This is an optimization exercise on Yosys and OpenROAD, whose aim is small area and a short achievable clock period, not a production implementation.
Function was not checked in any run shown here: the RTL went through the layout flow alone.
Power is estimated from default activity; no workload was simulated.

==> flow/design.v, too long to show whole: its modules and the start of the top module <==
// module sig_altmult_add: 2104 lines
module sig_altmult_add
(
	input signed [15:0] dataa, datab, datac, datad,
	input 		clock, aclr,
	output reg 	[32:0] result
);
  // ...
==> flow/run.sh <==
#!/bin/bash
# synth_recipe.tcl (not shown) runs the flow's synth.tcl, then flattens the netlist and writes it again
# the make line also repeats each setting of config.mk as NAME=value (left out here)
make -C /OpenROAD-flow-scripts/flow DESIGN_CONFIG=/design/flow/config.mk WORK_HOME=/design/flow/orfs CLKGATE_MAP_FILE= SYNTH_SCRIPT=/design/flow/synth_recipe.tcl finish
==> flow/config.mk <==
export PLATFORM = sky130hd
export DESIGN_NAME = sig_altmult_add
export DESIGN_NICKNAME = sig_altmult_add
export VERILOG_FILES = /design/flow/design.v
export SDC_FILE = /design/flow/constraint.sdc
export NUM_CORES = 4
export LEC_CHECK = 0
export ABC_AREA = 1
export CAP_MARGIN = 20
export CORE_MARGIN = 2
export CORE_UTILIZATION = 40
export SLEW_MARGIN = 20
==> flow/constraint.sdc <==
create_clock -name core_clock -period 7.0 [get_ports {clock}]
set_input_delay 1.4000 -clock core_clock [delete_from_list [all_inputs] [get_ports {clock}]]
set_output_delay 1.4000 -clock core_clock [all_outputs]
set_load 0.01 [all_outputs]
==> results.json, run 1 <==
{
  "numCtsBuffers": 17,
  "dpl.hpwl_um": 36100,
  "grtUsageTotal_pct": 22.8,
  "ys_types": 35,
  "r2r_end": "t_r[13]",
  "die_y_um": 206,
  "status": "no timing/DRC/antenna violations",
  "core-area_sq_um": 40600,
  "critPathBufInv": 2,
  "grt_busiest_layer": "met1",
  "synth_top_area_share_pct": 28.0,
  "yosys.area_share.adder_pct": 32.5,
  "cp_num_cells": 9,
  "regArea_sq_um": 3880,
  "synthArstFlopShare_pct": 18.9,
  "yosysMostFrequentCell": "inv_1",
  "finalSetupViolCount": 0,
  "nNetsFinal": 2126,
  "power_leader": "combinational cells",
  "synth-xor-area-share_pct": 13.7,
  "cp_top_family": "adder cells",
  "final-nonclk-buf-share_pct": 5.46,
  "htreeDepth": 4,
  "path_cells": "inv_1, o21ai_2, o22ai_1, xor2_1, fa_1, fa_1, inv_1, fa_1, fa_1",
  "nFillCells": 3889,
  "layout.comb_gates.multi_input": 1147,
  "final_cells": 2317,
  "placed_area_sq_um": 17500,
  "ys_top_cells_by_count": "inv_1 (308), xor2_1 (255), o22ai_1 (238), fa_1 (229), dfxtp_1 (150)",
  "multi_input_area_share_pct": 59.4,
  "highest_layer": "met4",
  "r2r-start": "d_r[5]",
  "p_sw_mw": 4.73,
  "crit_path_end_kind": "register",
  "syn_area_sq_um": 16400,
  "nNonClkInverters": 322,
  "viasPerCell": 5.32,
  "synthMuxAreaShare_pct": 0,
  "cts_tree": "built",
  "timing.fmax_mhz": 204,
  "largest_register_ffs": 86,
  "numPlacedInstances": 2285,
  "gr-total-overflow": 0,
  "cp_slowest_cell": "dfxtp_1",
  "slew_viol_final": 0
}
==> run 2, diff against run 1 <==
--- a/flow/config.mk
+++ b/flow/config.mk
@@ -9,4 +9,4 @@
 export CAP_MARGIN = 20
 export CORE_MARGIN = 2
-export CORE_UTILIZATION = 40
+export CORE_UTILIZATION = 65
 export SLEW_MARGIN = 20
==> run 2 against run 1 <==
  * Synthesized cell count unchanged
  * Sequential share of layout area increased by 0.34 points
  * Hold slack improved by 0.018 ns
  * Final cell count decreased by 8.7%
  * Die area decreased by 38%
  * Non-clock buffer count unchanged
  * Critical path type unchanged
  * Fmax increased by 3.8%
  * Highest routed layer unchanged
==> results.json, run 2 <==
{
  "synth_top_area_share_pct": 28.0,
  "wl_per_cell_um": 21.9,
  "gp_congestion": 1.08,
  "leakagePower_nw": 8.44,
  "path_cells": "inv_1, o21ai_2, o22ai_1, xor2_1, fa_1, inv_1, fa_1, fa_1, inv_1, fa_1",
  "slew_viol_final": 0,
  "p_sw_mw": 4.79,
  "whs_path_depth": 0,
  "io_pins": 99,
  "cts_tree": "built",
  "dieWidth_um": 163,
  "regArea_sq_um": 3880,
  "power_mw": 9.36,
  "cp_slowest_cell": "dfxtp_1",
  "cts_buffer_depth": 2,
  "synth-xor-area-share_pct": 13.7,
  "wl_um": 46400,
  "synth_flop_cell": "dfxtp_1",
  "cp_top_family": "adder cells",
  "syn_avg_cell_area_sq_um": 9.33,
  "critPathBufInv": 3,
  "grt_setup_unrepaired": "no",
  "core-area_sq_um": 25000,
  "dpl.hpwl_um": 34900,
  "pwr-share-comb_pct": 71.7,
  "grt_pass1_vias": 12600,
  "start_util_pct": 65.6,
  "yosysWarningCount": 1,
  "worst_pin_slew_ns": 0.863,
  "min_period_ns": 4.71,
  "crit_path_frequent_cell": "fa_1",
  "clock_latency_ns": 0.46,
  "top_regs": "t_r (86), result (33)",
  "layout_commonest_cell": "inv_1",
  "max_stage_delay_ns": 0.76,
  "post-route-period-util_pct": 67.3,
  "syn_to_final_growth_pct": 8.92,
  "power_density_nw_per_um2": 525,
  "cap_violations": 0,
  "numCtsBuffers": 17,
  "antenna_found_initial": 0,
  "die_y_um": 163,
  "ys_types": 35,
  "regMostFlops": "t_r",
  "synth_nets": 2109,
  "finalSetupViolCount": 0,
  "holdPathEnd": "v2",
  "cts_setup_buffers": 0,
  "status": "no timing/DRC/antenna violations",
  "syn_area_sq_um": 16400,
  "hold_path.class": "reg2reg",
  "seq_area_frac_synth_pct": 23.7,
  "clkTransAtPathRegs_ns": 0.08,
  "required_ns": 7.33,
  "timing.fmax_mhz": 212,
  "drt_iter0_drc": 1120,
  "crit_path_end_kind": "register",
  "synth_top_family_by_area": "adder cells",
  "hold_viol": 0,
  "die-area_sq_um": 26500,
  "yosysMostFrequentCell": "inv_1",
  "setup-tns-final_ns": 0,
  "synthArstFlopShare_pct": 18.9,
  "grt_pass1_wl_um": 72100,
  "portBuffers": 98,
  "final_cell_mix": "inv_1 (308), xor2_1 (255), o22ai_1 (238)",
  "intPower_mw": 4.57,
  "gr-total-overflow": 0,
  "num_rows": 58,
  "cts-root-buf": "clkbuf_16",
  "vias": 12600,
  "clkSinkCount": 185,
  "placed_area_sq_um": 17200,
  "final_layout_size_suffix_gt1_share_pct": 4.99,
  "worstPathMaxFanout": 15,
  "synth_edf_count": 0,
  "multi_input_area_sq_um": 10800,
  "relSlewSlack_pct": 42.5,
  "clkPwrFrac_pct": 10.5,
  "ys_top_cells_by_count": "inv_1 (308), xor2_1 (255), o22ai_1 (238), fa_1 (229), dfxtp_1 (150)",
  "drtPass1Iterations": 5,
  "hp-start": "v1",
  "rrSetupSlack_ns": 2.29,
  "r2r_cells": 10,
  "vdd_ir_drop_max_uv": 753,
  "ant_nets": 0,
  "synthTopCellsByArea": "fa_1 (28%), dfxtp_1 (18%), xor2_1 (14%)",
  "path_class": "reg2reg",
  "htreeDepth": 4,
  "insertedDiodeCount": 0,
  "viasPerCell": 5.97,
  "yosys.area_share.adder_pct": 32.5,
  "postSynthCellCount": 1755,
  "r2r_end": "t_r[46]",
  "crit_start": "b_r[13]",
  "synth_compound_area_share_pct": 12.4,
  "synth_area_leader_cell": "fa_1",
  "nFillCells": 1940,
  "swShare_pct": 51.2,
  "final_cell_area_sq_um": 17800,
  "ctsHoldBuffers": 0,
  "synthMuxAreaShare_pct": 0,
  "nNetsFinal": 2126,
  "grtUsageTotal_pct": 36.2,
  "cp.arrival_ns": 5.04,
  "ctsResizeCount": 0,
  "fin_worst_skew_ns": 0.0246,
  "p_seq_share_pct": 17.8,
  "largest_register_ffs": 86,
  "r2r-start": "b_r[13]",
  "synth-simple-area-share_pct": 7.07,
  "ys_seq_elements": 185,
  "route.detailed.drc": 0,
  "grt_max_degree": 22,
  "startpoint_type": "register"
}
[run 2: worst max path at each step]
stage | depth (start not counted) | endpoint
after floorplan | 14 | t_r[17]
after global placement | 10 | t_r[46]
after detailed placement | 10 | t_r[46]
after CTS | 10 | t_r[46]
after global routing | 10 | t_r[46]
final | 10 | t_r[46]
[run 2: area by class of cell]
| type | instances | share of cell area, % |
|---|---|---|
| sequential | 185 | 21.7 |
| timing repair buffer | 99 | 5.54 |
| tap | 330 | 2.31 |
| inverter | 322 | 6.78 |
| clock buffer | 18 | 2.41 |
| multi-input combinational | 1147 | 60.3 |
| clock inverter | 14 | 0.891 |
[run 2: power groups by stage]
stage	registers (mW)	logic, mW	clock network (mW)
after floorplan	1.67	4.78	0
after detailed placement	1.69	6.58	0
after CTS	1.67	6.63	0.990
after global routing	1.70	7.66	1.03
final	1.67	6.71	0.984
after global placement	1.68	6.28	0
[run 2: worst register-to-register path, delay by kind of cell, from the launching register on]
| family | cells | cell delay [ns] |
|---|---|---|
| fa+ha+maj | 4 | 2.03 |
| compound gates | 2 | 0.89 |
| xor+xnor | 1 | 0.22 |
| buf+inv | 3 | 0.70 |
| flops | 1 | 0.76 |
[run 2: layer usage]
layer  vias up  wire [um]  share of wire (%)  track usage (%)
met3       108       5740                 12             9.65
met1      6118      19200                 41             51.5
met5         -          0                  0                0
li1       5609          -                  -                -
met4         0       1310                2.8             10.8
met2       801      20100                 43             54.6
[run 2: stage by stage]
step                      util (%)  worst slack (ns)  hold slack [ns]  cells
after floorplan                  -              3.48            0.331   1755
after global placement        69.1              2.42            0.344   2083
after detailed placement      69.1              2.34            0.352   2083
after CTS                     71.5              2.33            0.378   2115
after global routing          71.5              2.09            0.377   2115
final                         71.5              2.29            0.367   2115
[run 2: cells by family (layout without fill, tap and decap cells)]
kind of cell             after synthesis  count (layout)
adder cells (fa/ha/maj)              288             288
AO/OA/AOI/OAI                        330             330
flip-flops                           185             185
other                                  1               1
buffers and inverters                423             453
XOR/XNOR                             256             256
AND/OR/NAND/NOR                      272             272

## static timing again, ports no longer ideal
How much do the figures lean on ideal ports? The routed layouts below were timed once more, with nothing changed but the port constraints.
Step 1 (the two cells are an assumption about what drives the block):
set clk [get_ports {clock}]
set_driving_cell -lib_cell sky130_fd_sc_hd__clkbuf_16 $clk
set_driving_cell -lib_cell sky130_fd_sc_hd__buf_2 [delete_from_list [all_inputs] $clk]
Step 2 also shifts input and output timing later by t, the mid clock arrival at the registers, as if the neighbouring blocks saw the same clock.
Slacks: no drivers / after step 1 / after step 2; pairs: no drivers / after step 1.
| run | shift t [ns] | slack for setup (ns) | hold slack, ns | worst setup path after step 2 | latest minus earliest clock arrival (ns) |
|---|---|---|---|---|---|
| run 1 | 0.527 | 2.108 / 2.108 / 2.108 | 0.350 / 0.350 / 0.350 | register to register | 0.013 / 0.012 |
| run 2 | 0.499 | 2.286 / 2.286 / 2.286 | 0.367 / 0.367 / 0.367 | register to register | 0.026 / 0.027 |
After both steps setup and hold are still met in every run listed.
